Context: an optimization exercise on an open-source flow, tuned for small area, a short achievable clock period and few clock cycles per item. The choices shown serve that exercise and are no tape-out recipe. Only simulation tests tie the RTL to the original design; equivalence was not proved.

<file path="config.mk">
export PLATFORM = sky130hd
export DESIGN_NAME = insertionSort
export DESIGN_NICKNAME = insertionSort
export VERILOG_FILES = /design/flow/design.v
export SDC_FILE = /design/flow/constraint.sdc
export NUM_CORES = 8
export LEC_CHECK = 0
export ABC_AREA = 1
export CAP_MARGIN = 20
export CORE_AREA = 2 2 378 378
export CTS_CLUSTER_DIAMETER = 120
export CTS_CLUSTER_SIZE = 20
export DIE_AREA = 0 0 380 380
export PLACE_DENSITY = 0.7
export SLEW_MARGIN = 20
</file>
<file path="constraint.sdc">
create_clock -name core_clock -period 10.0 [get_ports {i_clk}]
set_input_delay 2.0000 -clock core_clock [delete_from_list [all_inputs] [get_ports {i_clk}]]
set_output_delay 2.0000 -clock core_clock [all_outputs]
set_load 0.01 [all_outputs]
</file>
<file path="design.v">
module compare_block #(
    parameter SIZE_DATA = 16
)(
    input  logic                   i_load,
    input  logic [1:0]             i_kind,
    input  logic [7:0]             i_rank,
    input  logic [4*SIZE_DATA-1:0] i_x,
    input  logic [4*SIZE_DATA-1:0] i_din,
    output logic [4*SIZE_DATA-1:0] o_y
);
    localparam int W = SIZE_DATA;
    localparam int D = $clog2(SIZE_DATA);
    logic [W-1:0] x [4];
    for (genvar i = 0; i < 4; i++) begin : g_x
        assign x[i] = i_x[i*W +: W];
    end
    logic [15:0] b;
    for (genvar i = 0; i < 4; i++) begin : g_ci
        for (genvar j = 0; j < 4; j++) begin : g_cj
            if (i < j) begin : g_c
                logic [W-1:0] lt [D+1];
                logic [W-1:0] gt [D+1];
                assign lt[0] = x[j] & ~x[i];
                assign gt[0] = ~x[j] & x[i];
                for (genvar d = 1; d <= D; d++) begin : g_lv
                    for (genvar m = 0; m < (W >> d); m++) begin : g_nd
                        assign gt[d][m] = gt[d-1][2*m+1] | (~lt[d-1][2*m+1] & gt[d-1][2*m]);
                        assign lt[d][m] = lt[d-1][2*m+1] | (~gt[d-1][2*m+1] & lt[d-1][2*m]);
                    end
                    assign gt[d][W-1:(W >> d)] = '0;
                    assign lt[d][W-1:(W >> d)] = '0;
                end
                assign b[i*4+j] = gt[D][0];
            end else begin : g_n
                assign b[i*4+j] = 1'b0;
            end
        end
    end
    logic [3:0] c [4];
    always_comb begin
        for (int i = 0; i < 4; i++)
            for (int j = 0; j < 4; j++)
                c[i][j] = (i < j) ? b[i*4+j] : (i > j) ? !b[j*4+i] : 1'b0;
    end
    logic [3:0] r1h [4];
    always_comb begin
        for (int i = 0; i < 4; i++) begin
            logic p, q, s;
            p = c[i][(i+1)%4]; q = c[i][(i+2)%4]; s = c[i][(i+3)%4];
            r1h[i][0] = !p & !q & !s;
            r1h[i][1] = (p & !q & !s) | (!p & q & !s) | (!p & !q & s);
            r1h[i][2] = (p & q & !s) | (p & !q & s) | (!p & q & s);
            r1h[i][3] = p & q & s;
        end
    end
    logic [3:0] sel [4];
    always_comb begin
        for (int k = 0; k < 4; k++) begin
            sel[k] = 4'b0;
            case (i_kind)
                2'd0: sel[k][k] = 1'b1;
                2'd1: for (int i = 0; i < 4; i++) sel[k][i] = r1h[i][i_rank[2*k +: 2]];
                default: ;
            endcase
        end
        if (i_kind == 2'd2) begin
            sel[0] = (b[1] ^ i_rank[0]) ? 4'b0010 : 4'b0001;
            sel[1] = (b[1] ^ i_rank[0]) ? 4'b0001 : 4'b0010;
            sel[2] = (b[11] ^ i_rank[2]) ? 4'b1000 : 4'b0100;
            sel[3] = (b[11] ^ i_rank[2]) ? 4'b0100 : 4'b1000;
        end else if (i_kind == 2'd3) begin
            sel[0] = (b[2] ^ i_rank[0]) ? 4'b0100 : 4'b0001;
            sel[2] = (b[2] ^ i_rank[0]) ? 4'b0001 : 4'b0100;
            sel[1] = (b[7] ^ i_rank[2]) ? 4'b1000 : 4'b0010;
            sel[3] = (b[7] ^ i_rank[2]) ? 4'b0010 : 4'b1000;
        end
    end
    always_comb begin
        for (int k = 0; k < 4; k++) begin
            o_y[k*W +: W] = i_load ? i_din[k*W +: W] :
                            ({W{sel[k][0]}} & x[0]) | ({W{sel[k][1]}} & x[1]) |
                            ({W{sel[k][2]}} & x[2]) | ({W{sel[k][3]}} & x[3]);
        end
    end
endmodule
module insertionSort #(
    parameter NUM_VALS = 32,
    parameter SIZE_DATA = 16
)(
    input  logic                          i_clk,
    input  logic                          i_rst_n,
    input  logic                          i_start,
    input  logic [NUM_VALS*SIZE_DATA-1:0] i_data,
    output logic                          o_done,
    output logic [NUM_VALS*SIZE_DATA-1:0] o_data
);
    localparam int N = 32;
    localparam int W = 16;
    localparam int G = N / 4;
    localparam int STEPS = 9;
    logic             r_busy;
    logic [3:0]      r_cnt;
    logic [N*W-1:0]   r_key;             
    logic [N*W-1:0]   w_perm;            
    logic [N*W-1:0]   w_next;            
    logic [N*W-1:0]   w_din;             
    logic [G*2-1:0]   w_kind;            
    logic [G*8-1:0]   w_rank;            
    logic [G*2-1:0]   r_kind;            
    logic [G*8-1:0]   r_rank;            
    logic [3:0]      w_step;            
    assign w_step = r_busy ? r_cnt + 1'b1 : '0;
    always_ff @(posedge i_clk) begin
        r_kind <= w_kind;
        r_rank <= w_rank;
    end
    always_comb begin
        w_kind = '0;
        w_rank = '0;
        case (w_step)
            4'd0: begin w_kind = 16'h5555; w_rank = 64'h2727d8d82727d8d8; end
            4'd1: begin w_kind = 16'h0000; w_rank = 64'he4e4e4e4e4e4e4e4; end
            4'd2: begin w_kind = 16'h5555; w_rank = 64'h2727d8d82727d8d8; end
            4'd3: begin w_kind = 16'haaaa; w_rank = 64'h0505050500000000; end
            4'd4: begin w_kind = 16'h5555; w_rank = 64'h2727d8d82727d8d8; end
            4'd5: begin w_kind = 16'h5555; w_rank = 64'h27272727d8d8d8d8; end
            4'd6: begin w_kind = 16'h5555; w_rank = 64'hd8d8d8d8d8d8d8d8; end
            4'd7: begin w_kind = 16'h5555; w_rank = 64'hd8d8d8d8d8d8d8d8; end
            4'd8: begin w_kind = 16'haaaa; w_rank = 64'h0000000000000000; end
            default: ;
        endcase
    end
    assign w_perm[0*W +: W] = r_key[0*W +: W];
    assign w_perm[1*W +: W] = r_key[16*W +: W];
    assign w_perm[2*W +: W] = r_key[4*W +: W];
    assign w_perm[3*W +: W] = r_key[20*W +: W];
    assign w_perm[4*W +: W] = r_key[1*W +: W];
    assign w_perm[5*W +: W] = r_key[17*W +: W];
    assign w_perm[6*W +: W] = r_key[5*W +: W];
    assign w_perm[7*W +: W] = r_key[21*W +: W];
    assign w_perm[8*W +: W] = r_key[2*W +: W];
    assign w_perm[9*W +: W] = r_key[18*W +: W];
    assign w_perm[10*W +: W] = r_key[6*W +: W];
    assign w_perm[11*W +: W] = r_key[22*W +: W];
    assign w_perm[12*W +: W] = r_key[3*W +: W];
    assign w_perm[13*W +: W] = r_key[19*W +: W];
    assign w_perm[14*W +: W] = r_key[7*W +: W];
    assign w_perm[15*W +: W] = r_key[23*W +: W];
    assign w_perm[16*W +: W] = r_key[8*W +: W];
    assign w_perm[17*W +: W] = r_key[24*W +: W];
    assign w_perm[18*W +: W] = r_key[12*W +: W];
    assign w_perm[19*W +: W] = r_key[28*W +: W];
    assign w_perm[20*W +: W] = r_key[9*W +: W];
    assign w_perm[21*W +: W] = r_key[25*W +: W];
    assign w_perm[22*W +: W] = r_key[13*W +: W];
    assign w_perm[23*W +: W] = r_key[29*W +: W];
    assign w_perm[24*W +: W] = r_key[10*W +: W];
    assign w_perm[25*W +: W] = r_key[26*W +: W];
    assign w_perm[26*W +: W] = r_key[14*W +: W];
    assign w_perm[27*W +: W] = r_key[30*W +: W];
    assign w_perm[28*W +: W] = r_key[11*W +: W];
    assign w_perm[29*W +: W] = r_key[27*W +: W];
    assign w_perm[30*W +: W] = r_key[15*W +: W];
    assign w_perm[31*W +: W] = r_key[31*W +: W];
    for (genvar g = 0; g < G; g++) begin : g_grp
        compare_block #(.SIZE_DATA(W)) u_grp (
            .i_load (~r_busy),
            .i_kind (r_kind[2*g +: 2]),
            .i_rank (r_rank[8*g +: 8]),
            .i_x    (w_perm[4*g*W +: 4*W]),
            .i_din  (w_din[4*g*W +: 4*W]),
            .o_y    (w_next[4*g*W +: 4*W])
        );
    end
    assign w_din[0*W +: W] = i_data[0*W +: W];
    assign w_din[4*W +: W] = i_data[1*W +: W];
    assign w_din[16*W +: W] = i_data[2*W +: W];
    assign w_din[20*W +: W] = i_data[3*W +: W];
    assign w_din[2*W +: W] = i_data[4*W +: W];
    assign w_din[6*W +: W] = i_data[5*W +: W];
    assign w_din[18*W +: W] = i_data[6*W +: W];
    assign w_din[22*W +: W] = i_data[7*W +: W];
    assign w_din[1*W +: W] = i_data[8*W +: W];
    assign w_din[5*W +: W] = i_data[9*W +: W];
    assign w_din[17*W +: W] = i_data[10*W +: W];
    assign w_din[21*W +: W] = i_data[11*W +: W];
    assign w_din[3*W +: W] = i_data[12*W +: W];
    assign w_din[7*W +: W] = i_data[13*W +: W];
    assign w_din[19*W +: W] = i_data[14*W +: W];
    assign w_din[23*W +: W] = i_data[15*W +: W];
    assign w_din[8*W +: W] = i_data[16*W +: W];
    assign w_din[12*W +: W] = i_data[17*W +: W];
    assign w_din[24*W +: W] = i_data[18*W +: W];
    assign w_din[28*W +: W] = i_data[19*W +: W];
    assign w_din[10*W +: W] = i_data[20*W +: W];
    assign w_din[14*W +: W] = i_data[21*W +: W];
    assign w_din[26*W +: W] = i_data[22*W +: W];
    assign w_din[30*W +: W] = i_data[23*W +: W];
    assign w_din[9*W +: W] = i_data[24*W +: W];
    assign w_din[13*W +: W] = i_data[25*W +: W];
    assign w_din[25*W +: W] = i_data[26*W +: W];
    assign w_din[29*W +: W] = i_data[27*W +: W];
    assign w_din[11*W +: W] = i_data[28*W +: W];
    assign w_din[15*W +: W] = i_data[29*W +: W];
    assign w_din[27*W +: W] = i_data[30*W +: W];
    assign w_din[31*W +: W] = i_data[31*W +: W];
    always_ff @(posedge i_clk or negedge i_rst_n) begin
        if (!i_rst_n) begin
            r_busy <= 1'b0;
            r_cnt  <= '0;
            o_done <= 1'b0;
        end else begin
            o_done <= r_busy && (r_cnt == STEPS-1);
            if (!r_busy) begin
                r_busy <= i_start;
                r_cnt  <= '0;
            end else begin
                r_cnt <= r_cnt + 1'b1;
                if (r_cnt == STEPS-1)
                    r_busy <= 1'b0;
            end
        end
    end
    always_ff @(posedge i_clk)
        r_key <= w_next;
    assign o_data[0*W +: W] = r_key[0*W +: W];
    assign o_data[1*W +: W] = r_key[1*W +: W];
    assign o_data[16*W +: W] = r_key[2*W +: W];
    assign o_data[17*W +: W] = r_key[3*W +: W];
    assign o_data[4*W +: W] = r_key[4*W +: W];
    assign o_data[5*W +: W] = r_key[5*W +: W];
    assign o_data[20*W +: W] = r_key[6*W +: W];
    assign o_data[21*W +: W] = r_key[7*W +: W];
    assign o_data[2*W +: W] = r_key[8*W +: W];
    assign o_data[3*W +: W] = r_key[9*W +: W];
    assign o_data[18*W +: W] = r_key[10*W +: W];
    assign o_data[19*W +: W] = r_key[11*W +: W];
    assign o_data[6*W +: W] = r_key[12*W +: W];
    assign o_data[7*W +: W] = r_key[13*W +: W];
    assign o_data[22*W +: W] = r_key[14*W +: W];
    assign o_data[23*W +: W] = r_key[15*W +: W];
    assign o_data[8*W +: W] = r_key[16*W +: W];
    assign o_data[9*W +: W] = r_key[17*W +: W];
    assign o_data[24*W +: W] = r_key[18*W +: W];
    assign o_data[25*W +: W] = r_key[19*W +: W];
    assign o_data[12*W +: W] = r_key[20*W +: W];
    assign o_data[13*W +: W] = r_key[21*W +: W];
    assign o_data[28*W +: W] = r_key[22*W +: W];
    assign o_data[29*W +: W] = r_key[23*W +: W];
    assign o_data[10*W +: W] = r_key[24*W +: W];
    assign o_data[11*W +: W] = r_key[25*W +: W];
    assign o_data[26*W +: W] = r_key[26*W +: W];
    assign o_data[27*W +: W] = r_key[27*W +: W];
    assign o_data[14*W +: W] = r_key[28*W +: W];
    assign o_data[15*W +: W] = r_key[29*W +: W];
    assign o_data[30*W +: W] = r_key[30*W +: W];
    assign o_data[31*W +: W] = r_key[31*W +: W];
endmodule
</file>
<file path="flow/run.sh">
#!/bin/bash
# The standard ORFS layout (the standard.sh, standard synthesis unchanged)
# with two changes: the port buffers the standard flow's flow inserts use a small buffer
# cell instead of the delay buffer buffer_ports picks by default, and repair
# aims for a setup slack margin of MARGIN ns against the 10 ns clock.
# Each tool's output goes to ORFS's own logs under orfs/logs; the make output
# is kept in standard.log.
set -euo pipefail
MARGIN=$(cat flow/margin.txt)
PORTBUF=$(cat flow/portbuf.txt)
bash standard.sh "SETUP_SLACK_MARGIN=${MARGIN}" \
    "BUFFER_PORTS_ARGS=-buffer_cell ${PORTBUF}" finish > standard.log 2>&1
</file>
<file path="flow/margin.txt">
6.5
</file>
<file path="flow/portbuf.txt">
sky130_fd_sc_hd__buf_1
</file>
<file path="standard.sh">
#!/bin/bash
# synth_recipe.tcl (not shown) runs the flow's synth.tcl, then flattens the netlist and writes it again
# the make line also repeats each setting of config.mk as NAME=value (left out here)
make -C /OpenROAD-flow-scripts/flow DESIGN_CONFIG=/design/flow/config.mk WORK_HOME=/design/flow/orfs CLKGATE_MAP_FILE= SYNTH_SCRIPT=/design/flow/synth_recipe.tcl "${@:-finish}"
</file>
==> flow_summary.ini, run 1 <==
[min_path]
worstHoldStart = r_cnt[0]$_DFF_PN0_
hold_path_end = r_cnt[0]$_DFF_PN0_
hp-class = register to register
hold_depth = 1

[sta]
setup_tns_ps = 0
worst_pin_slew_ps = 1147
fin_skew_ps = 31.83
setup_ws_ps = 6452
setup_viol = 0
max_freq_mhz = 281.9
fin_crit_sh_pct = 35.48
hold_viol = 0
rsz0062_at_grt = yes
drv_slew = 0
slew_headroom_pct = 23.22
period_minus_slack_ps = 3548
hold_ws_ps = 563.5

[synthesis]
synth_top_area_share_pct = 25.70
ys_types = 57
postSynth.asyncResetShare_pct = 1.115
yosysSeqAreaShare_pct = 20.04
syn_area_sq_um = 53900
yosysMostFrequentCell = nand2_1
syn-instance-count = 10223
yosys_register_bits = 538
ys_warn_count = 18
ys.flop_type = dfxtp_1
synth_nets = 10740
netlist.top_cell.by_area = nand2_1
synth-edff-count = 0
synthTopCellsByArea = nand2_1 26%, dfxtp_1 20%, nand3_1 11%, nor2_1 11%, inv_1 5.0%
synth_commonest_cells = 3690 x nand2_1, 1600 x nor2_1, 1230 x nand3_1
postSynthAreaPerCell_sq_um = 5.272

[status]
status = finished clean

[worst_setup_path]
crit_family = flip-flops
critPathRequiredTime_ps = 8000
worstReg2RegStart = r_key[362]$_DFF_P_
end_kind = output port
crit_slowest_cell = dfxtp_2
cp_max_fo = 8
critical-path-max-stage-delay_ps = 560
startpoint_type = register
path_class = register to output port
r2r_cells = 17
worst-path-stages = 1
cp.arrival_ps = 1550
rrSetupSlack_ps = 6460
r2r_end = r_key[172]$_DFF_P_
cp_cell_sequence = buf_1
crit_buf_inv = 1

[global_route]
antenna_found_initial = 48
grt_pass1_vias = 69035
grt_max_degree = 181
grt_usage_pct = 51.51
overflow = 0
grt_pass1_wl_microns = 533800

[floorplan]
io_pins = 1028
start_util_pct = 38.53
rows = 137
die_area_sq_um = 144400
die_x_microns = 380
die_y_microns = 380
coreArea_sq_um = 139900

[placed_design]
post-dp-hpwl_microns = 299400
place_area_sq_um = 58000
port_buffers = 1027
dp.cells = 12667
dpl_worst_slack_ps = 6019
gp_congestion = 1.145

[cts]
cts.clk_slew.worst_paths_ps = 100
h-tree-depth = 2
cts_tree = built
clkLatencyLatePin_ps = 680
cts_sinks = 538
cts-root-buf = clkbuf_16
cts_buffers = 36
clockBufferDepth = 3
hold_buffers = 0

[final_layout]
drive_gt1_share_pct = 10.59
area.growth.synth_to_final_pct = 12.90
fillCellCount = 16315
utilization_pct = 43.50
final_cells = 12749
finalInstanceArea_sq_um = 60850
fin_nets = 11362

[detailed_routing]
drtAntennaViolNets = 0
routed_via_density = 6.107
dr.pass1.iters = 10
dr.first_iter.drc_count = 12691
routed_wl_microns = 393200
routedWlPerCell_microns = 30.84
route.detailed.drc = 0
vias = 77856

[run]
cap_violations = 0
[worst register-to-register path: cells and delay by family (launching register included)]
kind | cells | cell delay [ps]
simple gates | 14 | 2270
flops | 1 | 560
buf+inv | 1 | 270
compound gates | 2 | 370
[routing by layer]
| metal | GRT usage, % | up-vias | wire length (microns) |
|---|---|---|---|
| li1 | - | 34076 | - |
| met1 | 60.18 | 35078 | 135100 |
| met2 | 71.60 | 6695 | 152100 |
| met3 | 20.57 | 1941 | 60460 |
| met4 | 47.03 | 66 | 44850 |
| met5 | 0.4630 | - | 596 |
[registers in the layout, summed over array words and instances (netlist names)]
signal  flops
r_cnt       4
r_kind      1
r_rank     19
r_key     512
r_busy      1
o_done      1
[layout by cell type (no fill, tap or decap), types with 62 or more instances in the layout]
| master | Yosys | routed |
|---|---|---|
| a41oi_1 | 88 | 88 |
| nand4_1 | 251 | 251 |
| inv_1 | 720 | 718 |
| nand3_1 | 1230 | 1222 |
| dfxtp_4 | 0 | 90 |
| o21ai_0 | 277 | 275 |
| nor2_2 | 34 | 73 |
| buf_1 | 20 | 991 |
| dfxtp_2 | 0 | 302 |
| nor2_1 | 1600 | 1549 |
| dfxtp_1 | 532 | 140 |
| nand2_1 | 3690 | 3668 |
| buf_4 | 74 | 100 |
| inv_2 | 130 | 131 |
| o21ai_1 | 134 | 136 |
| a21oi_1 | 390 | 387 |
| o22ai_1 | 83 | 83 |
| a31oi_1 | 66 | 62 |
| nand2_2 | 110 | 114 |
[how the worst max path moves through the flow]
stage	slack [ps]	to	startpoint
detailed placement	6020	r_key[138]$_DFF_P_	r_rank[12]$_SDFF_PP0_
CTS	6370	o_data[283]	r_key[59]$_DFF_P_
finish	6450	o_data[414]	r_key[318]$_DFF_P_
global placement	6030	r_key[202]$_DFF_P_	r_key[312]$_DFF_P_
global route	6390	r_key[492]$_DFF_P_	r_key[191]$_DFF_P_
floorplan	7530	o_data[391]	r_key[295]$_DFF_P_
[cell type report]
cell class | count | area, sq um | area share [%]
multi-input cells | 8233 | 37260 | 61.23
flip-flops and latches | 538 | 11520 | 18.93
repair buffers | 1173 | 5335 | 8.768
inverters | 863 | 3261 | 5.359
well taps | 1876 | 2347 | 3.857
clock buffers | 42 | 975.9 | 1.604
clock inverters | 12 | 125.1 | 0.2056
diodes | 12 | 30.03 | 0.04935
[cells by family (layout without fill, tap and decap cells)]
logic type	after synthesis	in the layout	synth area share, %
buffers and inverters	1453	2090	11.91
AO/OA/AOI/OAI	1218	1218	13.53
adder cells (fa/ha/maj)	2	2	0.04642
other	0	12	0
flip-flops	538	538	20.04
AND/OR/NAND/NOR	7009	7010	54.43
XOR/XNOR	3	3	0.04876
[repair_timing]
action / CTS / global route
gates resized for setup: 529 / 193
endpoints found under the hold margin: 0 / 0
gates cloned: 0 / 1
endpoints found under the setup margin: 730 / 393
setup buffers: 1 / 14
pin swaps: 0 / 1
Testbench counts, summed over its fixed seeds: cycles 1,920, sorts 192.
==> run 2: changes to the inputs <==
--- a/config.mk
+++ b/config.mk
@@ -11,5 +11,5 @@
 export CTS_CLUSTER_DIAMETER = 120
 export CTS_CLUSTER_SIZE = 20
 export DIE_AREA = 0 0 380 380
-export PLACE_DENSITY = 0.7
+export PLACE_DENSITY = 0.5
 export SLEW_MARGIN = 20
==> flow_summary.ini, run 2 <==
[sta]
hold_viol = 0
hold_ws_ps = 570.3
slew_headroom_pct = 18.74
setup_tns_ps = 0
setup_viol = 0
drv_slew = 0
worst_pin_slew_ps = 1214
max_freq_mhz = 279.2
fin_skew_ps = 54.06
period_minus_slack_ps = 3582
fin_crit_sh_pct = 35.82
rsz0062_at_grt = yes

[detailed_routing]
vias = 78826
routed_via_density = 6.151
drtAntennaViolNets = 0
dr.pass1.iters = 8
routedWlPerCell_microns = 30.79
dr.first_iter.drc_count = 12736
routed_wl_microns = 394600
route.detailed.drc = 0

[cts]
cts_buffers = 38
clockBufferDepth = 3
cts_tree = built
cts-root-buf = clkbuf_16
cts.clk_slew.worst_paths_ps = 100
cts_sinks = 538
clkLatencyLatePin_ps = 710
hold_buffers = 0
h-tree-depth = 2

[floorplan]
start_util_pct = 38.53
die_x_microns = 380
rows = 137
die_y_microns = 380
coreArea_sq_um = 139900
die_area_sq_um = 144400
io_pins = 1028

[placed_design]
dp.cells = 12720
post-dp-hpwl_microns = 298400
gp_congestion = 1.101
port_buffers = 1027

[final_layout]
fillCellCount = 15934
utilization_pct = 43.79
final_common_cell = nand2_1
ff_latch_area_sq_um = 11450
largest_reg_flops = 512
registers.top_by_ff_count = r_key
reg_top3 = r_key: 512 flops, r_rank: 19 flops, r_cnt: 4 flops
final_cells = 12815
area.growth.synth_to_final_pct = 13.64
multiInputGateArea_sq_um = 37150
fin_nets = 11419
drive_gt1_share_pct = 10.40
final_cell_mix = 3675 x nand2_1, 1557 x nor2_1, 1225 x nand3_1, 1001 x buf_1, 718 x inv_1

[synthesis]
yosysSeqAreaShare_pct = 20.04
ys.flop_type = dfxtp_1
yosysMostFrequentCell = nand2_1
synth-edff-count = 0
yosys_register_bits = 538
postSynthAreaPerCell_sq_um = 5.272
ys_types = 57
syn_area_sq_um = 53900
syn-instance-count = 10223
postSynth.asyncResetShare_pct = 1.115
ys_warn_count = 18
synth_nets = 10740
synth_commonest_cells = 3690 x nand2_1, 1600 x nor2_1, 1230 x nand3_1
netlist.top_cell.by_area = nand2_1
synth_top_area_share_pct = 25.70
synthTopCellsByArea = nand2_1 26%, dfxtp_1 20%, nand3_1 11%, nor2_1 11%, inv_1 5.0%

[worst_setup_path]
cp_max_fo = 79
startpoint_type = register
crit_slowest_cell = dfxtp_1
critical-path-max-stage-delay_ps = 590
critPathRequiredTime_ps = 10610
cp.arrival_ps = 4190
path_class = register to register
end_kind = register
cp_cell_sequence = inv_2 -> nor2_4 -> clkbuf_8 -> buf_16 -> o211ai_1 -> nand2_1 -> inv_1 -> o22ai_1 -> nor2_1 -> a21oi_1

[min_path]
hp-class = register to register

[run]
cap_violations = 0

[global_route]
grt_max_degree = 98
grt_pass1_vias = 69387
antenna_found_initial = 48
overflow = 0
grt_pass1_wl_microns = 532000
grt_usage_pct = 51.28

[status]
status = finished clean
## run 2: routing by layer
| metal | GRT usage, % | share of wire (%) | vias to the layer above |
|---|---|---|---|
| met3 | 17.07 | 14 | 1869 |
| met5 | 0 | 0.082 | - |
| li1 | - | - | 34196 |
| met1 | 59.78 | 35 | 36235 |
| met2 | 74.59 | 40 | 6476 |
| met4 | 45.66 | 11 | 50 |
## run 2: cells by family (layout without fill, tap and decap cells)
kind of cell / count (synthesis) / in the layout / synth area share (%)
AO/OA/AOI/OAI: 1218 / 1218 / 13.53
XOR/XNOR: 3 / 3 / 0.04876
adder cells (fa/ha/maj): 2 / 2 / 0.04642
buffers and inverters: 1453 / 2151 / 11.91
flip-flops: 538 / 538 / 20.04
other: 0 / 18 / 0
AND/OR/NAND/NOR: 7009 / 7009 / 54.43
## run 2: through the flow
stage / setup WS, ps / cell area (sq um)
after CTS: 6416 / 60550
after global routing: 6333 / 61220
after floorplan: 7532 / 53900
after detailed placement: 5854 / 58340
after global placement: 5879 / 58340
final: 6418 / 61250
## run 2: cell type report
| class | instances | share of cell area, % |
|---|---|---|
| Multi-Input combinational cell | 8232 | 60.64 |
| Sequential cell | 538 | 18.69 |
| Timing Repair Buffer | 1228 | 9.394 |
| Inverter | 863 | 5.309 |
| Tap cell | 1876 | 3.832 |
| Clock buffer | 42 | 1.628 |
| Clock inverter | 17 | 0.4188 |
| Antenna cell | 18 | 0.07354 |
| Timing Repair inverter | 1 | 0.01226 |
## run 2: critical path: cells and delay by family, from the launching register on
family          cells  cell delay [ps]
flops               1              590
compound gates      3              570
buf+inv             4             1490
simple gates        3              660
## run 2: what timing repair did
action | in CTS | in global routing
buffers inserted | 0 | 15
resized for setup | 495 | 141
gates cloned | 2 | 1
endpoints found under the setup margin | 688 | 373
pin swaps | 0 | 3
## run 2: path summary, 6_finish.rpt
| kind | startpoint | end | slack (ps) | cells after the start |
|---|---|---|---|---|
| min | r_cnt[0]$_DFF_PN0_ | r_cnt[0]$_DFF_PN0_ | 570 | 1 |
| min reg2reg | r_cnt[0]$_DFF_PN0_ | r_cnt[0]$_DFF_PN0_ | 570 | 1 |
| min in group asynchronous | i_rst_n | r_busy$_DFF_PN0_ | 1260 | 1 |
| max reg2reg | r_rank[12]$_SDFF_PP0_ | r_key[368]$_DFF_P_ | 6420 | 10 |
| max in group asynchronous | i_rst_n | r_busy$_DFF_PN0_ | 8320 | 1 |
| max | r_rank[12]$_SDFF_PP0_ | r_key[368]$_DFF_P_ | 6420 | 10 |
==> run 3: changes to the inputs <==
==> flow/margin.txt (replaced) <==
6.3
--- a/config.mk
+++ b/config.mk
@@ -7,9 +7,8 @@
 export LEC_CHECK = 0
 export ABC_AREA = 1
 export CAP_MARGIN = 20
-export CORE_AREA = 2 2 378 378
+export CORE_AREA = 2 2 358 358
 export CTS_CLUSTER_DIAMETER = 120
 export CTS_CLUSTER_SIZE = 20
-export DIE_AREA = 0 0 380 380
-export PLACE_DENSITY = 0.5
+export DIE_AREA = 0 0 360 360
 export SLEW_MARGIN = 20
==> flow_summary.ini, run 3 <==
[min_path]
worstHoldStart = r_cnt[2]$_DFF_PN0_
hp-class = register to register

[synthesis]
syn_area_sq_um = 53900
yosysMostFrequentCell = nand2_1
ys.flop_type = dfxtp_1
ys_types = 57
netlist.top_cell.by_area = nand2_1
synth_top_area_share_pct = 25.70
synthTopCellsByArea = nand2_1 26%, dfxtp_1 20%, nand3_1 11%, nor2_1 11%, inv_1 5.0%
yosys_register_bits = 538
synth_commonest_cells = 3690 x nand2_1, 1600 x nor2_1, 1230 x nand3_1
ys_warn_count = 18
postSynth.asyncResetShare_pct = 1.115
postSynthAreaPerCell_sq_um = 5.272
synth-edff-count = 0
syn-instance-count = 10223
yosysSeqAreaShare_pct = 20.04
synth_nets = 10740

[floorplan]
die_area_sq_um = 129600
rows = 130
die_y_microns = 360
die_x_microns = 360
start_util_pct = 42.87
coreArea_sq_um = 125700
io_pins = 1028

[final_layout]
fin_nets = 11354
utilization_pct = 47.35
area.growth.synth_to_final_pct = 10.46
final_cell_mix = 3678 x nand2_1, 1557 x nor2_1, 1224 x nand3_1, 1025 x buf_1, 719 x inv_1
registers.top_by_ff_count = r_key
final_common_cell = nand2_1
drive_gt1_share_pct = 8.291
reg_top3 = r_key: 512 flops, r_rank: 19 flops, r_cnt: 4 flops
largest_reg_flops = 512

[sta]
setup_tns_ps = 0
fin_crit_sh_pct = 37.95
hold_ws_ps = 522.4
fin_skew_ps = 43.90
max_freq_mhz = 263.5
worst_pin_slew_ps = 1249
drv_slew = 0
slew_headroom_pct = 16.43
setup_viol = 0
period_minus_slack_ps = 3795
rsz0062_at_grt = yes
hold_viol = 0

[cts]
h-tree-depth = 2
hold_buffers = 0
cts-root-buf = clkbuf_16
cts_sinks = 538
clockBufferDepth = 3
cts_buffers = 37
clkLatencyLatePin_ps = 710
cts_tree = built
cts.clk_slew.worst_paths_ps = 90

[worst_setup_path]
crit_family = flip-flops
worstReg2RegStart = r_key[467]$_DFF_P_
end_kind = output port
crit_buf_inv = 1
cp_cell_sequence = buf_1
startpoint_type = register
critPathLaunch = r_key[30]$_DFF_P_
cp_max_fo = 9
path_class = register to output port
crit_slowest_cell = dfxtp_1
critPathRequiredTime_ps = 8000
cp.arrival_ps = 1800
critical-path-max-stage-delay_ps = 870

[global_route]
antenna_found_initial = 44
grt_pass1_wl_microns = 520300
grt_pass1_vias = 69831
overflow = 0
grt_usage_pct = 55.53
grt_max_degree = 227

[detailed_routing]
vias = 79379
dr.pass1.iters = 13
routed_wl_microns = 380700
routed_via_density = 6.335
routedWlPerCell_microns = 30.38
drtAntennaViolNets = 0
route.detailed.drc = 0
dr.first_iter.drc_count = 14142

[status]
status = finished clean

[placed_design]
port_buffers = 1027
gp_congestion = 1.145
post-dp-hpwl_microns = 288500

[run]
cap_violations = 0
## run 3: per-layer routing
metal | up-vias | wire length [microns] | track usage [%] | part of all wire (%)
met5 | - | 726 | 1.924 | 0.19
met4 | 50 | 48870 | 55.42 | 13
met3 | 2272 | 59240 | 22.31 | 16
met2 | 7257 | 145800 | 77.52 | 38
met1 | 35722 | 126000 | 62.68 | 33
li1 | 34078 | - | - | -
## run 3: kinds of logic (layout without fill, tap and decap cells)
logic type,Yosys count,after routing,synth area share [%]
AND/OR/NAND/NOR,7009,7010,54.43
buffers and inverters,1453,2084,11.91
AO/OA/AOI/OAI,1218,1218,13.53
flip-flops,538,538,20.04
XOR/XNOR,3,3,0.04876
adder cells (fa/ha/maj),2,2,0.04642
other,0,26,0
## run 3: final timing paths
kind                                       to  slack (ps)  cells after the start
hold / removal               o_done$_DFF_PN0_         520                      1
setup / recovery                   o_data[30]        6200                      1
hold reg to reg              o_done$_DFF_PN0_         520                      1
setup reg to reg           r_key[322]$_DFF_P_        6250                     17
max in group asynchronous    r_busy$_DFF_PN0_        8360                      1
min in group asynchronous    o_done$_DFF_PN0_        1250                      1
## run 3: timing repair
item / 4_1_cts / 5_1_grt
cloned: 1 / 0
pin swaps: 1 / 1
endpoints found under the setup margin: 292 / 316
setup buffers: 1 / 2
resized for setup: 110 / 181
## run 3: per-stage QoR
step	cells	setup WS, ps	area [sq um]
final	12531	6205	59540
after global routing	12507	6214	59480
after CTS	12503	6155	59120
after detailed placement	12444	5542	57700
after global placement	12444	5553	57690
after floorplan	10223	7532	53900
## run 3: worst reg2reg max path: stages (launching register included)
cell and delay (ps):
dfxtp_1 800, inv_1 160, nand2_1 140, nand2_1 60, nand2_1 50, nand2_1 50, nand2_1 80, nor2_1 50
nor2_1 200, nor2_1 110, nor2_4 210, nand3_2 160, nand4_1 140, nand3_2 510, nand4_1 270, nand3_1 100
nor2_1 460, nor2_1 70
## run 3: final cells by class
cell class,count,area [sq um]
tap,1650,2064
multi-input combinational,8233,36950
sequential,538,11070
fill,14032,66200
clock inverter,13,163.9
antenna,26,65.06
clock buffer,44,1025
inverter,863,3251
timing repair buffer,1164,4938
==> run 4: changes to the inputs <==
==> flow/margin.txt (replaced) <==
6.5
--- a/config.mk
+++ b/config.mk
@@ -7,8 +7,8 @@
 export LEC_CHECK = 0
 export ABC_AREA = 1
 export CAP_MARGIN = 20
-export CORE_AREA = 2 2 358 358
+export CORE_AREA = 2 2 398 398
 export CTS_CLUSTER_DIAMETER = 120
 export CTS_CLUSTER_SIZE = 20
-export DIE_AREA = 0 0 360 360
+export DIE_AREA = 0 0 400 400
 export SLEW_MARGIN = 20
==> flow_summary.ini, run 4 <==
[status]
status = finished clean

[min_path]
hp-class = register to register
worstHoldStart = r_cnt[0]$_DFF_PN0_
hold_path_end = r_cnt[0]$_DFF_PN0_
hold_depth = 1

[detailed_routing]
dr.pass1.iters = 12
vias = 78099
drtAntennaViolNets = 0
dr.first_iter.drc_count = 11396
routed_via_density = 6.014
routed_wl_microns = 399500
routedWlPerCell_microns = 30.76
route.detailed.drc = 0

[sta]
setup_tns_ps = 0
drv_slew = 0
hold_ws_ps = 563.0
fin_skew_ps = 53.53
period_minus_slack_ps = 3645
setup_ws_ps = 6355
hold_viol = 0
slew_headroom_pct = 22.45
setup_viol = 0
worst_pin_slew_ps = 1163
max_freq_mhz = 274.3
fin_crit_sh_pct = 36.45
rsz0062_at_grt = yes

[final_layout]
fin_nets = 11401
registers.top_by_ff_count = r_key
largest_reg_flops = 512
final_cell_mix = 3672 x nand2_1, 1527 x nor2_1, 1225 x nand3_1, 1002 x buf_1, 716 x inv_1
final_common_cell = nand2_1
reg_top3 = r_key: 512 flops, r_rank: 19 flops, r_cnt: 4 flops
drive_gt1_share_pct = 10.91
area.growth.synth_to_final_pct = 14.63

[worst_setup_path]
r2r_end = r_key[170]$_DFF_P_
rrSetupSlack_ps = 6350
startpoint_type = register
worstReg2RegStart = r_kind[15]$_DFF_P_
cp_max_fo = 11
cp.arrival_ps = 4170
critPathRequiredTime_ps = 10530
crit_slowest_cell = nor2_2
cp_cell_sequence = inv_1 -> nor2_2 -> inv_1 -> buf_4 -> a21oi_1 -> o21ai_2 -> nand2_1 -> clkinvlp_4 -> nand2_1 -> o21ai_0 -> nor2_2 -> nor2_1
r2r_cells = 12
end_kind = register
critical-path-max-stage-delay_ps = 740
path_class = register to register

[placed_design]
gp_congestion = 1.092
post-dp-hpwl_microns = 303300
dpl_worst_slack_ps = 5491
port_buffers = 1027

[cts]
cts_tree = built
cts-root-buf = clkbuf_16
h-tree-depth = 2
hold_buffers = 0
clkLatencyLatePin_ps = 690
cts_buffers = 40
clockBufferDepth = 3
cts_sinks = 538
cts.clk_slew.worst_paths_ps = 90

[synthesis]
synthTopCellsByArea = nand2_1 26%, dfxtp_1 20%, nand3_1 11%, nor2_1 11%, inv_1 5.0%
netlist.top_cell.by_area = nand2_1
syn-instance-count = 10223
postSynthAreaPerCell_sq_um = 5.272
ys_warn_count = 18
synth-edff-count = 0
synth_nets = 10740
syn_area_sq_um = 53900
synth_commonest_cells = 3690 x nand2_1, 1600 x nor2_1, 1230 x nand3_1
yosysMostFrequentCell = nand2_1
yosys_register_bits = 538
yosysSeqAreaShare_pct = 20.04
synth_top_area_share_pct = 25.70
ys_types = 57
postSynth.asyncResetShare_pct = 1.115
ys.flop_type = dfxtp_1

[run]
cap_violations = 0

[global_route]
grt_pass1_vias = 69718
antenna_found_initial = 41
grt_max_degree = 208
overflow = 0
grt_pass1_wl_microns = 538300
grt_usage_pct = 47.41

[floorplan]
die_y_microns = 400
io_pins = 1028
die_x_microns = 400
coreArea_sq_um = 156000
die_area_sq_um = 160000
start_util_pct = 34.55
rows = 145
## run 4: cell counts after synthesis
Identical to the previous run, type by type.
## run 4: how the worst max path moves through the flow
stage / cells past startpoint / start / end / slack, ps
after floorplan: 0 / r_key[295]$_DFF_P_ / o_data[391] / 7530
after global placement: 8 / r_rank[12]$_SDFF_PP0_ / r_key[180]$_DFF_P_ / 5600
after detailed placement: 8 / r_rank[12]$_SDFF_PP0_ / r_key[180]$_DFF_P_ / 5490
after CTS: 8 / r_rank[12]$_SDFF_PP0_ / r_key[180]$_DFF_P_ / 6400
after global routing: 19 / r_key[380]$_DFF_P_ / r_key[233]$_DFF_P_ / 6450
final: 12 / r_kind[15]$_DFF_P_ / r_key[170]$_DFF_P_ / 6350
## run 4: layout make-up
| class | count | area (sq um) |
|---|---|---|
| fillers | 17870 | 94240 |
| multi-input cells | 8233 | 37290 |
| flip-flops and latches | 538 | 11560 |
| repair buffers | 1208 | 5733 |
| inverters | 863 | 3271 |
| well taps | 2058 | 2575 |
| clock buffers | 47 | 1059 |
| clock inverters | 19 | 240.2 |
| diodes | 21 | 52.55 |
## run 4: cells by family after synthesis
group                    share of synthesized area (%)
flip-flops                                       20.04
AND/OR/NAND/NOR                                  54.43
AO/OA/AOI/OAI                                    13.53
XOR/XNOR                                       0.04876
adder cells (fa/ha/maj)                        0.04642
buffers and inverters                            11.91
## run 4: timing repair
item,CTS,global route
endpoints found under the setup margin,810,350
cloned,2,0
pin swaps,1,6
gates resized for setup,575,202
setup buffers,3,23
## run 4: layer usage
layer,global-route usage (%),share of wire [%]
met5,1.059,0.11
met4,44.04,11
met3,15.82,14
met2,67.93,40
met1,55.26,35
## run 4: stage by stage
step | std cells | util, % | instance area [sq um]
finish | 12987 | 39.60 | 61790
floorplan | 10223 | - | 53900
global route | 12967 | 39.57 | 61740
global placement | 12872 | 37.41 | 58370
detailed placement | 12872 | 37.41 | 58370
CTS | 12943 | 38.95 | 60780
## run 4: worst max-delay path, delay by kind of cell (launching register included)
family	cells	cell delay, ps
AOI/OAI and AO/OA	3	460
DFF	1	460
and+or+nand+nor	5	1690
buffers and inverters	4	900
==> run 5: changes to the inputs <==
==> flow/margin.txt (replaced) <==
6.55
--- a/config.mk
+++ b/config.mk
@@ -7,8 +7,8 @@
 export LEC_CHECK = 0
 export ABC_AREA = 1
 export CAP_MARGIN = 20
-export CORE_AREA = 2 2 398 398
+export CORE_AREA = 2 2 378 378
 export CTS_CLUSTER_DIAMETER = 120
 export CTS_CLUSTER_SIZE = 20
-export DIE_AREA = 0 0 400 400
+export DIE_AREA = 0 0 380 380
 export SLEW_MARGIN = 20
==> flow_summary.ini, run 5 <==
[status]
status = finished clean

[sta]
setup_viol = 0
hold_viol = 0
slew_headroom_pct = 6.679
max_freq_mhz = 284.6
setup_ws_ps = 6486
fin_crit_sh_pct = 35.14
period_minus_slack_ps = 3514
drv_slew = 0
fin_skew_ps = 40.18
setup_tns_ps = 0
worst_pin_slew_ps = 1395
rsz0062_at_grt = yes

[synthesis]
postSynth.asyncResetShare_pct = 1.115
yosysSeqAreaShare_pct = 20.04
yosys_register_bits = 538
synthTopCellsByArea = nand2_1 26%, dfxtp_1 20%, nand3_1 11%, nor2_1 11%, inv_1 5.0%
ys.flop_type = dfxtp_1
synth-edff-count = 0
syn-instance-count = 10223
ys_types = 57
ys_warn_count = 18
synth_nets = 10740
netlist.top_cell.by_area = nand2_1
synth_commonest_cells = 3690 x nand2_1, 1600 x nor2_1, 1230 x nand3_1
synth_top_area_share_pct = 25.70
postSynthAreaPerCell_sq_um = 5.272
syn_area_sq_um = 53900
yosysMostFrequentCell = nand2_1

[global_route]
antenna_found_initial = 51
grt_pass1_vias = 70145
overflow = 0
grt_usage_pct = 51.82
grt_pass1_wl_microns = 539000
grt_max_degree = 172

[placed_design]
dpl_worst_slack_ps = 5378
post-dp-hpwl_microns = 305100
port_buffers = 1027
gp_congestion = 1.100

[detailed_routing]
routed_wl_microns = 396800
route.detailed.drc = 0
dr.first_iter.drc_count = 12737
vias = 78494
routed_via_density = 6.119
drtAntennaViolNets = 0
routedWlPerCell_microns = 30.93
dr.pass1.iters = 12

[worst_setup_path]
critPathRequiredTime_ps = 8000
path_class = register to output port
worstReg2RegStart = r_key[303]$_DFF_P_
startpoint_type = register
end_kind = output port
critPathLaunch = r_key[396]$_DFF_P_
cp.arrival_ps = 1510
cp_max_fo = 11

[final_layout]
multiInputGateArea_sq_um = 37600
area.growth.synth_to_final_pct = 15.41
fin_nets = 11424
largest_reg_flops = 512
ff_latch_area_sq_um = 11650
drive_gt1_share_pct = 11.60
final_common_cell = nand2_1
registers.top_by_ff_count = r_key
final_cell_mix = 3662 x nand2_1, 1512 x nor2_1, 1221 x nand3_1, 983 x buf_1, 714 x inv_1
fillCellCount = 15830
reg_top3 = r_key: 512 flops, r_rank: 19 flops, r_cnt: 4 flops

[cts]
cts_tree = built
cts_sinks = 538
clockBufferDepth = 3
hold_buffers = 0
h-tree-depth = 2
cts_buffers = 38
clkLatencyLatePin_ps = 690
cts.clk_slew.worst_paths_ps = 90
cts-root-buf = clkbuf_16

[floorplan]
die_y_microns = 380
start_util_pct = 38.53
die_x_microns = 380
rows = 137
die_area_sq_um = 144400
io_pins = 1028
coreArea_sq_um = 139900

[min_path]
worstHoldStart = r_cnt[0]$_DFF_PN0_
hp-class = register to register

[run]
cap_violations = 0
## run 5: cell counts after synthesis
No cell type changed its count.
## run 5: routing by layer
metal | track usage (%) | share of wire, % | vias to the layer above
li1 | - | - | 34234
met5 | 0 | 0.099 | -
met4 | 45.76 | 11 | 44
met3 | 19.73 | 14 | 1926
met2 | 75.28 | 40 | 6345
met1 | 59.11 | 34 | 35945
## run 5: metrics by stage
step / util (%) / cell area [sq um] / std cells / hold WS, ps
CTS: 43.72 / 61150 / 12786 / 544.7
global placement: 41.58 / 58170 / 12693 / 524.2
finish: 44.47 / 62210 / 12828 / 550.3
floorplan: - / 53900 / 10223 / 458.4
detailed placement: 41.61 / 58200 / 12694 / 530.3
global route: 44.43 / 62150 / 12804 / 594.9
## run 5: final cells by class
cell class,instances,area share (%)
Timing Repair Buffer,1233,9.731
Multi-Input combinational cell,8232,60.44
Tap cell,1876,3.773
Antenna cell,24,0.09654
Sequential cell,538,18.73
Clock inverter,17,0.3339
Inverter,863,5.266
Timing Repair inverter,1,0.01207
Clock buffer,44,1.615
## run 5: final timing paths
check / to / depth (start not counted) / slack (ps)
setup / recovery: o_data[172] / 2 / 6490
hold / removal: r_cnt[0]$_DFF_PN0_ / 1 / 550
setup reg to reg: r_key[131]$_DFF_P_ / 16 / 6530
hold reg to reg: r_cnt[0]$_DFF_PN0_ / 1 / 550
max in group asynchronous: r_busy$_DFF_PN0_ / 1 / 8230
min in group asynchronous: r_cnt[3]$_DFF_PN0_ / 1 / 1290
## run 5: worst max-delay path, cell delays in order, from the launching register on
cell	delay, ps
dfxtp_1	410
buf_8	240
buf_2	180
## run 5: what timing repair did
action | CTS | global route
resized for setup | 715 | 220
setup endpoints to repair | 865 | 333
gates cloned | 1 | 2
buffers inserted | 30 | 16
pin swaps | 2 | 4
## run 5: kinds of logic after synthesis
group	after synthesis	share of synthesized area [%]
simple gates	7009	54.43
buf+inv	1453	11.91
compound gates	1218	13.53
flops	538	20.04
xor+xnor	3	0.04876
fa+ha+maj	2	0.04642
==> run 6: changes to the inputs <==
==> flow/margin.txt (replaced) <==
6.45
==> flow_summary.ini, run 6 <==
[synthesis]
yosys_register_bits = 538
syn-instance-count = 10223
ys_types = 57
ys_warn_count = 18
synthTopCellsByArea = nand2_1 26%, dfxtp_1 20%, nand3_1 11%, nor2_1 11%, inv_1 5.0%
yosysMostFrequentCell = nand2_1
synth_commonest_cells = 3690 x nand2_1, 1600 x nor2_1, 1230 x nand3_1
yosysSeqAreaShare_pct = 20.04
synth-edff-count = 0
ys.flop_type = dfxtp_1
postSynthAreaPerCell_sq_um = 5.272
syn_area_sq_um = 53900
synth_nets = 10740
netlist.top_cell.by_area = nand2_1
postSynth.asyncResetShare_pct = 1.115
synth_top_area_share_pct = 25.70

[cts]
clockBufferDepth = 3
cts_sinks = 538
clkLatencyLatePin_ps = 690
cts_tree = built
cts.clk_slew.worst_paths_ps = 100
cts_buffers = 38
h-tree-depth = 2
cts-root-buf = clkbuf_16

[final_layout]
final_common_cell = nand2_1
largest_reg_flops = 512
final_cells = 12816
registers.top_by_ff_count = r_key
multiInputGateArea_sq_um = 37310
reg_top3 = r_key: 512 flops, r_rank: 19 flops, r_cnt: 4 flops
finalInstanceArea_sq_um = 60960
drive_gt1_share_pct = 10.35
area.growth.synth_to_final_pct = 13.09
final_cell_mix = 3665 x nand2_1, 1524 x nor2_1, 1223 x nand3_1, 1012 x buf_1, 717 x inv_1
ff_latch_area_sq_um = 11290
fin_nets = 11403
fillCellCount = 15916

[min_path]
hp-class = register to register
worstHoldStart = r_cnt[0]$_DFF_PN0_

[floorplan]
die_y_microns = 380
die_x_microns = 380
io_pins = 1028
die_area_sq_um = 144400
start_util_pct = 38.53
coreArea_sq_um = 139900
rows = 137

[sta]
period_minus_slack_ps = 3618
slew_headroom_pct = 27.85
drv_slew = 0
rsz0062_at_grt = yes
setup_viol = 0
fin_skew_ps = 36.29
fin_crit_sh_pct = 36.18
max_freq_mhz = 276.4
worst_pin_slew_ps = 1082
hold_viol = 0
setup_tns_ps = 0

[worst_setup_path]
cp_cell_sequence = inv_1 -> nand2_1 -> nand2_1 -> nand2_1 -> nand2_1 -> a21oi_1 -> nand2_1 -> nand2_4 -> a21oi_1 -> o21ai_2 -> nand2_1 -> a31oi_4 -> buf_4 -> nand2_1 -> a41oi_1
cp.arrival_ps = 4140
startpoint_type = register
crit_buf_inv = 2
critical-path-max-stage-delay_ps = 650
end_kind = register
crit_family = compound AO/OA/AOI/OAI gates
critPathRequiredTime_ps = 10530
path_class = register to register
cp_max_fo = 10
crit_slowest_cell = dfxtp_2
crit_top_cell = nand2_1
worstReg2RegStart = r_key[297]$_DFF_P_
critPathLaunch = r_key[297]$_DFF_P_

[detailed_routing]
wl_met2_microns = 158000
wl_met1_microns = 135400
route.detailed.drc = 0
vias = 78314
dr.first_iter.drc_count = 11948
drtAntennaViolNets = 0
top_layer = met5
dr.pass1.iters = 12
routedWlPerCell_microns = 30.83
routed_via_density = 6.111
routed_wl_microns = 395100
wl_met3_microns = 56420

[run]
cap_violations = 0

[placed_design]
dp.cells = 12694
place_area_sq_um = 58200
gp_congestion = 1.100
port_buffers = 1027
post-dp-hpwl_microns = 305100

[status]
status = finished clean

[global_route]
antenna_found_initial = 52
grt_pass1_wl_microns = 537100
grt_max_degree = 172
grt_pass1_vias = 69713
overflow = 0
grt_usage_pct = 51.64
run 6: cell count changes in the layout (fill, tap and decap cells not counted), moves of 29 or more:
cell     previous run  this run
dfxtp_2           238       284
buf_1             983      1012
dfxtp_4           147        35
buf_6              63        10
dfxtp_1           147       213
buf_4             113       165
run 6: final cells by class:
cell class | count | share of cell area, %
Sequential cell | 538 | 18.52
Clock buffer | 44 | 1.648
Inverter | 863 | 5.349
Timing Repair Buffer | 1213 | 8.939
Tap cell | 1876 | 3.851
Antenna cell | 33 | 0.1355
Clock inverter | 17 | 0.3407
Multi-Input combinational cell | 8232 | 61.21
run 6: worst paths after layout:
kind	end	slack, ps	cells after the start
worst max-delay path	r_key[183]$_DFF_P_	6380	15
worst min-delay path	r_cnt[0]$_DFF_PN0_	550	1
worst max register to register	r_key[183]$_DFF_P_	6380	15
worst min register to register	r_cnt[0]$_DFF_PN0_	550	1
max in group asynchronous	r_busy$_DFF_PN0_	8260	1
min in group asynchronous	r_cnt[3]$_DFF_PN0_	1280	1
run 6: what timing repair did:
item,in CTS,in global routing
endpoints found under the setup margin,582,344
buffers inserted,3,24
cloned,1,0
resized for setup,374,172
pin swaps,0,7
hold buffers,0,0
run 6: cell families (layout without fill, tap and decap cells):
kind of cell / after synthesis / count (layout) / synth area share (%)
xor+xnor: 3 / 3 / 0.04876
other cells: 0 / 33 / 0
simple gates: 7009 / 7009 / 54.43
compound gates: 1218 / 1218 / 13.53
fa+ha+maj: 2 / 2 / 0.04642
buf+inv: 1453 / 2137 / 11.91
flops: 538 / 538 / 20.04
run 6: per-stage QoR:
stage / hold slack [ps] / setup slack [ps] / util (%)
after global placement: 524.2 / 5308 / 41.58
after global routing: 594.7 / 6410 / 43.52
final: 551.0 / 6382 / 43.58
after floorplan: 458.4 / 7532 / -
after CTS: 544.8 / 6310 / 42.97
after detailed placement: 530.3 / 5378 / 41.61
run 6: metal layers:
metal / GRT usage (%) / vias up
met5: 0.7937 / -
met1: 58.45 / 35817
met4: 46.10 / 54
met2: 74.84 / 6334
met3: 20.23 / 1915
li1: - / 34194
run 6: worst reg2reg max path, cell delays in order (launching register included):
cell and delay, ps:
dfxtp_2 650, inv_1 250, nand2_1 150, nand2_1 130, nand2_1 90, nand2_1 70, a21oi_1 340, nand2_1 160
nand2_4 170, a21oi_1 110, o21ai_2 170, nand2_1 160, a31oi_4 270, buf_4 290, nand2_1 80, a41oi_1 390
==> run 7: changes to the inputs <==
==> flow/margin.txt (replaced) <==
6.5
==> flow_summary.ini, run 7 <==
[floorplan]
io_pins = 1028
rows = 137
die_area_sq_um = 144400
die_y_microns = 380
start_util_pct = 38.53
coreArea_sq_um = 139900
die_x_microns = 380

[detailed_routing]
route.detailed.drc = 0
routedWlPerCell_microns = 30.83
routed_via_density = 6.105
routed_wl_microns = 395100
dr.pass1.iters = 12
drtAntennaViolNets = 0
dr.first_iter.drc_count = 12096
vias = 78231

[synthesis]
netlist.top_cell.by_area = nand2_1
yosysSeqAreaShare_pct = 20.04
synth_top_area_share_pct = 25.70
synth-edff-count = 0
synthTopCellsByArea = nand2_1 26%, dfxtp_1 20%, nand3_1 11%, nor2_1 11%, inv_1 5.0%
ys.flop_type = dfxtp_1
yosysMostFrequentCell = nand2_1
syn-instance-count = 10223
synth_nets = 10740
ys_warn_count = 18
syn_area_sq_um = 53900
postSynthAreaPerCell_sq_um = 5.272
postSynth.asyncResetShare_pct = 1.115
ys_types = 57
yosys_register_bits = 538
synth_commonest_cells = 3690 x nand2_1, 1600 x nor2_1, 1230 x nand3_1

[cts]
cts_tree = built
hold_buffers = 0
clockBufferDepth = 3
cts-root-buf = clkbuf_16
h-tree-depth = 2
cts.clk_slew.worst_paths_ps = 90
cts_sinks = 538
clkLatencyLatePin_ps = 690
cts_buffers = 38

[worst_setup_path]
cp_cell_sequence = buf_1
path_class = register to output port
crit_slowest_cell = dfxtp_2
r2r_cells = 5
worst-path-stages = 1
critPathRequiredTime_ps = 8000
end_kind = output port
critical-path-max-stage-delay_ps = 620
cp_max_fo = 8
r2r_end = r_key[181]$_DFF_P_
cp.arrival_ps = 1550
startpoint_type = register
rrSetupSlack_ps = 6490
crit_family = flip-flops
endpoint = o_data[284]
critPathLaunch = r_key[60]$_DFF_P_
worstReg2RegStart = r_busy$_DFF_PN0_
crit_buf_inv = 1

[sta]
setup_tns_ps = 0
worst_pin_slew_ps = 1106
drv_slew = 0
hold_viol = 0
max_freq_mhz = 281.5
setup_viol = 0
rsz0062_at_grt = yes
period_minus_slack_ps = 3553
setup_ws_ps = 6447
fin_skew_ps = 39.25
fin_crit_sh_pct = 35.53
slew_headroom_pct = 26.27

[final_layout]
drive_gt1_share_pct = 10.89
utilization_pct = 43.90
area.growth.synth_to_final_pct = 13.92
fin_nets = 11407
final_common_cell = nand2_1
ff_latch_area_sq_um = 11460
fillCellCount = 15908
reg_top3 = r_key: 512 flops, r_rank: 19 flops, r_cnt: 4 flops
multiInputGateArea_sq_um = 37440
largest_reg_flops = 512
final_cell_mix = 3664 x nand2_1, 1518 x nor2_1, 1224 x nand3_1, 1009 x buf_1, 715 x inv_1
registers.top_by_ff_count = r_key
final_cells = 12815
finalInstanceArea_sq_um = 61400

[min_path]
hold_depth = 1
hp-class = register to register

[placed_design]
port_buffers = 1027
place_area_sq_um = 58200
post-dp-hpwl_microns = 305100
gp_congestion = 1.100
dp.cells = 12694
dpl_worst_slack_ps = 5378

[global_route]
grt_pass1_wl_microns = 537300
grt_max_degree = 172
grt_usage_pct = 51.63
antenna_found_initial = 55
overflow = 0
grt_pass1_vias = 69781

[status]
status = finished clean

[run]
cap_violations = 0
[run 7: cell types whose count changed in the layout (fill, tap and decap cells not counted), sizes merged]
cell | before | now
diode | 33 | 28
buf | 1208 | 1212
clkinvlp | 5 | 8
inv | 859 | 857
clkinv | 14 | 13
[run 7: final cells by class]
class,instances,area share [%]
flip-flops and latches,538,18.66
repair buffers,1217,9.119
clock buffers,44,1.636
well taps,1876,3.823
inverters,863,5.328
diodes,28,0.1141
multi-input cells,8232,60.98
clock inverters,17,0.3383
[run 7: stage by stage]
step | hold WS (ps)
after floorplan | 458.4
after global placement | 524.2
after detailed placement | 530.3
after CTS | 544.7
after global routing | 594.9
final | 552.4
[run 7: worst min path at each step]
stage / from / endpoint / slack [ps]
finish: r_cnt[0]$_DFF_PN0_ / r_cnt[0]$_DFF_PN0_ / 550
global route: r_cnt[0]$_DFF_PN0_ / r_cnt[0]$_DFF_PN0_ / 590
CTS: r_cnt[0]$_DFF_PN0_ / r_cnt[0]$_DFF_PN0_ / 540
detailed placement: r_cnt[0]$_DFF_PN0_ / r_cnt[0]$_DFF_PN0_ / 530
global placement: r_cnt[0]$_DFF_PN0_ / r_cnt[0]$_DFF_PN0_ / 520
floorplan: r_cnt[2]$_DFF_PN0_ / o_done$_DFF_PN0_ / 460
[run 7: logic make-up (layout without fill, tap and decap cells)]
logic type,after synthesis,count (layout),share of synthesized area [%]
compound gates,1218,1218,13.53
fa+ha+maj,2,2,0.04642
xor+xnor,3,3,0.04876
buf+inv,1453,2141,11.91
other cells,0,28,0
flops,538,538,20.04
simple gates,7009,7009,54.43
[run 7: timing repair]
| item | in CTS | in global routing |
|---|---|---|
| endpoints found under the setup margin | 732 | 383 |
| gates resized for setup | 511 | 191 |
| pin swaps | 1 | 6 |
| setup buffers | 9 | 21 |
| cloned | 1 | 1 |
| hold endpoints to repair | 0 | 0 |
[run 7: per-layer routing]
metal | routed length, microns | global-route usage, % | part of all wire [%] | up-vias
li1 | - | - | - | 34195
met1 | 134800 | 58.63 | 34 | 35850
met2 | 158900 | 75.17 | 40 | 6327
met3 | 57030 | 19.95 | 14 | 1815
met4 | 44040 | 45.41 | 11 | 44
met5 | 361 | 0.3307 | 0.091 | -
==> run 8: changes to the inputs <==
--- a/config.mk
+++ b/config.mk
@@ -8,7 +8,7 @@
 export ABC_AREA = 1
 export CAP_MARGIN = 20
 export CORE_AREA = 2 2 378 378
-export CTS_CLUSTER_DIAMETER = 120
-export CTS_CLUSTER_SIZE = 20
+export CTS_CLUSTER_DIAMETER = 100
+export CTS_CLUSTER_SIZE = 16
 export DIE_AREA = 0 0 380 380
 export SLEW_MARGIN = 20
==> flow_summary.ini, run 8 <==
[status]
status = finished clean

[global_route]
grt_pass1_wl_microns = 538900
grt_pass1_vias = 70030
overflow = 0
grt_max_degree = 172
antenna_found_initial = 51
grt_usage_pct = 51.79

[final_layout]
reg_top3 = r_key: 512 flops, r_rank: 19 flops, r_cnt: 4 flops
area.growth.synth_to_final_pct = 14.40
final_common_cell = nand2_1
final_cell_mix = 3664 x nand2_1, 1511 x nor2_1, 1224 x nand3_1, 1003 x buf_1, 714 x inv_1
fillCellCount = 15873
drive_gt1_share_pct = 11.10
largest_reg_flops = 512
fin_nets = 11408
registers.top_by_ff_count = r_key

[worst_setup_path]
critPathRequiredTime_ps = 10540
path_class = register to register
critical-path-max-stage-delay_ps = 820
crit_buf_inv = 3
cp_max_fo = 54
crit_family = buffers and inverters
rrSetupSlack_ps = 6430
cp.arrival_ps = 4110
crit_top_cell = buf_4
r2r_cells = 5
crit_slowest_cell = buf_4
worstReg2RegStart = r_busy$_DFF_PN0_
r2r_end = r_key[181]$_DFF_P_
startpoint_type = register
cp_cell_sequence = inv_6 -> buf_4 -> buf_4 -> a21oi_1 -> a41oi_4
worst-path-stages = 5
end_kind = register

[min_path]
hold_path_end = r_cnt[0]$_DFF_PN0_
hp-class = register to register
hold_depth = 1
worstHoldStart = r_cnt[0]$_DFF_PN0_

[detailed_routing]
dr.pass1.iters = 10
route.detailed.drc = 0
routedWlPerCell_microns = 30.94
drtAntennaViolNets = 0
dr.first_iter.drc_count = 12251
routed_wl_microns = 396500
routed_via_density = 6.139
vias = 78683

[floorplan]
start_util_pct = 38.53
coreArea_sq_um = 139900
rows = 137
die_y_microns = 380
die_area_sq_um = 144400
die_x_microns = 380
io_pins = 1028

[synthesis]
synth_compound_area_share_pct = 13.53
synth_nets = 10740
synth_top_family_by_area = simple AND/OR/NAND/NOR gates
netlist.top_cell.by_area = nand2_1
synth_commonest_cells = 3690 x nand2_1, 1600 x nor2_1, 1230 x nand3_1
yosys.area_share.simple_pct = 54.43
ys.flop_type = dfxtp_1
yosys_register_bits = 538
postSynth.asyncResetShare_pct = 1.115
syn_area_sq_um = 53900
yosys.area_share.adder_pct = 0.04643
synth-edff-count = 0
synth_xor_area_share_pct = 0.04875
synth_top_area_share_pct = 25.70
synthMuxAreaShare_pct = 0
ys_types = 57
ys_warn_count = 18
syn-instance-count = 10223
yosysSeqAreaShare_pct = 20.04
postSynthAreaPerCell_sq_um = 5.272
yosysMostFrequentCell = nand2_1
synthTopCellsByArea = nand2_1 26%, dfxtp_1 20%, nand3_1 11%, nor2_1 11%, inv_1 5.0%

[sta]
hold_viol = 0
slew_headroom_pct = 25.16
worst_pin_slew_ps = 1123
fin_skew_ps = 41.73
setup_viol = 0
setup_tns_ps = 0
hold_ws_ps = 548.1
rsz0062_at_grt = yes
drv_slew = 0
max_freq_mhz = 280.5
period_minus_slack_ps = 3565
fin_crit_sh_pct = 35.65

[placed_design]
port_buffers = 1027
post-dp-hpwl_microns = 305100
gp_congestion = 1.100

[run]
cap_violations = 0

[cts]
cts.clk_slew.worst_paths_ps = 80
cts_tree = built
h-tree-depth = 2
clockBufferDepth = 3
clkLatencyLatePin_ps = 710
cts_sinks = 538
hold_buffers = 0
cts_buffers = 47
cts-root-buf = clkbuf_16
[run 8: cell counts after synthesis]
Identical to the previous run, type by type.
[run 8: routing by layer]
layer / track usage, % / vias to the layer above / share of wire (%)
met4: 45.65 / 46 / 11
li1: - / 34192 / -
met5: 0 / - / 0.095
met1: 58.88 / 36163 / 34
met3: 20.05 / 1905 / 14
met2: 75.28 / 6377 / 40
[run 8: how the worst max path moves through the flow]
stage                  startpoint                  to  slack (ps)
6_report         r_busy$_DFF_PN0_  r_key[181]$_DFF_P_        6430
5_1_grt        r_key[434]$_DFF_P_  r_key[470]$_DFF_P_        6400
4_1_cts        r_key[360]$_DFF_P_  r_key[181]$_DFF_P_        6390
3_5_place_dp   r_key[293]$_DFF_P_  r_key[181]$_DFF_P_        5380
3_3_place_gp   r_key[293]$_DFF_P_  r_key[181]$_DFF_P_        5310
2_1_floorplan  r_key[295]$_DFF_P_         o_data[391]        7530
[run 8: layout make-up]
type                    count  area, sq um  area share, %
multi-input cells        8232        37400          60.66
flip-flops and latches    538        11500          18.65
repair buffers           1209         5583          9.054
inverters                 863         3272          5.306
well taps                1876         2347          3.807
clock buffers              57         1254          2.033
clock inverters            18        246.5         0.3997
diodes                     23        57.56        0.09334
[run 8: what timing repair did]
item | in CTS | in global routing
endpoints found under the setup margin | 764 | 361
gates resized for setup | 560 | 173
hold endpoints to repair | 0 | 0
gates cloned | 1 | 1
setup buffers | 11 | 11
pin swaps | 1 | 4
[run 8: through the flow]
step / utilization, % / setup slack, ps / std cells / area (sq um)
after floorplan: - / 7532 / 10223 / 53900
final: 44.08 / 6435 / 12816 / 61660
after global placement: 41.58 / 5308 / 12693 / 58170
after detailed placement: 41.61 / 5378 / 12694 / 58200
after CTS: 43.53 / 6386 / 12781 / 60880
after global routing: 44.05 / 6397 / 12796 / 61610
[run 8: cell families after synthesis]
family,count (synthesis)
AO/OA/AOI/OAI,1218
XOR/XNOR,3
adder cells (fa/ha/maj),2
buffers and inverters,1453
flip-flops,538
AND/OR/NAND/NOR,7009

## port drivers added, routing unchanged
In the flow no input, the clock included, has a driving cell. The finished layouts below were timed again as built, in two steps. Step 1 (the two cells are an assumption about what drives the block):
set clk [get_ports {i_clk}]
set_driving_cell -lib_cell sky130_fd_sc_hd__clkbuf_16 $clk
set_driving_cell -lib_cell sky130_fd_sc_hd__buf_2 [delete_from_list [all_inputs] $clk]
Step 2 moves the port delays by t, midway between the first and last clock arrival at a register: inputs arrive t later, outputs are due t later. That takes back most of the time a late clock gives input paths. a / b / c = no drivers / after step 1 / after step 2; a / b = the first two.
| run | shift t [ns] | setup WS [ns] | worst setup path after step 2 | slew at the worst register clock pin (ns) |
|---|---|---|---|---|
| run 1 | 0.761 | 6.452 / 6.354 / 6.458 | register to register | 0.10 / 0.10 |
| run 2 | 0.778 | 6.418 / 6.363 / 6.418 | register to register | 0.10 / 0.10 |
| run 3 | 0.780 | 6.205 / 6.110 / 6.252 | register to register | 0.11 / 0.11 |
| run 4 | 0.760 | 6.355 / 6.355 / 6.355 | register to register | 0.10 / 0.10 |
| run 5 | 0.768 | 6.486 / 6.388 / 6.526 | register to register | 0.10 / 0.10 |
| run 6 | 0.764 | 6.382 / 6.312 / 6.382 | register to register | 0.11 / 0.11 |
| run 7 | 0.766 | 6.447 / 6.351 / 6.492 | register to register | 0.11 / 0.11 |
| run 8 | 0.786 | 6.435 / 6.352 / 6.435 | register to register | 0.10 / 0.10 |
After both steps setup and hold are still met in every run listed.
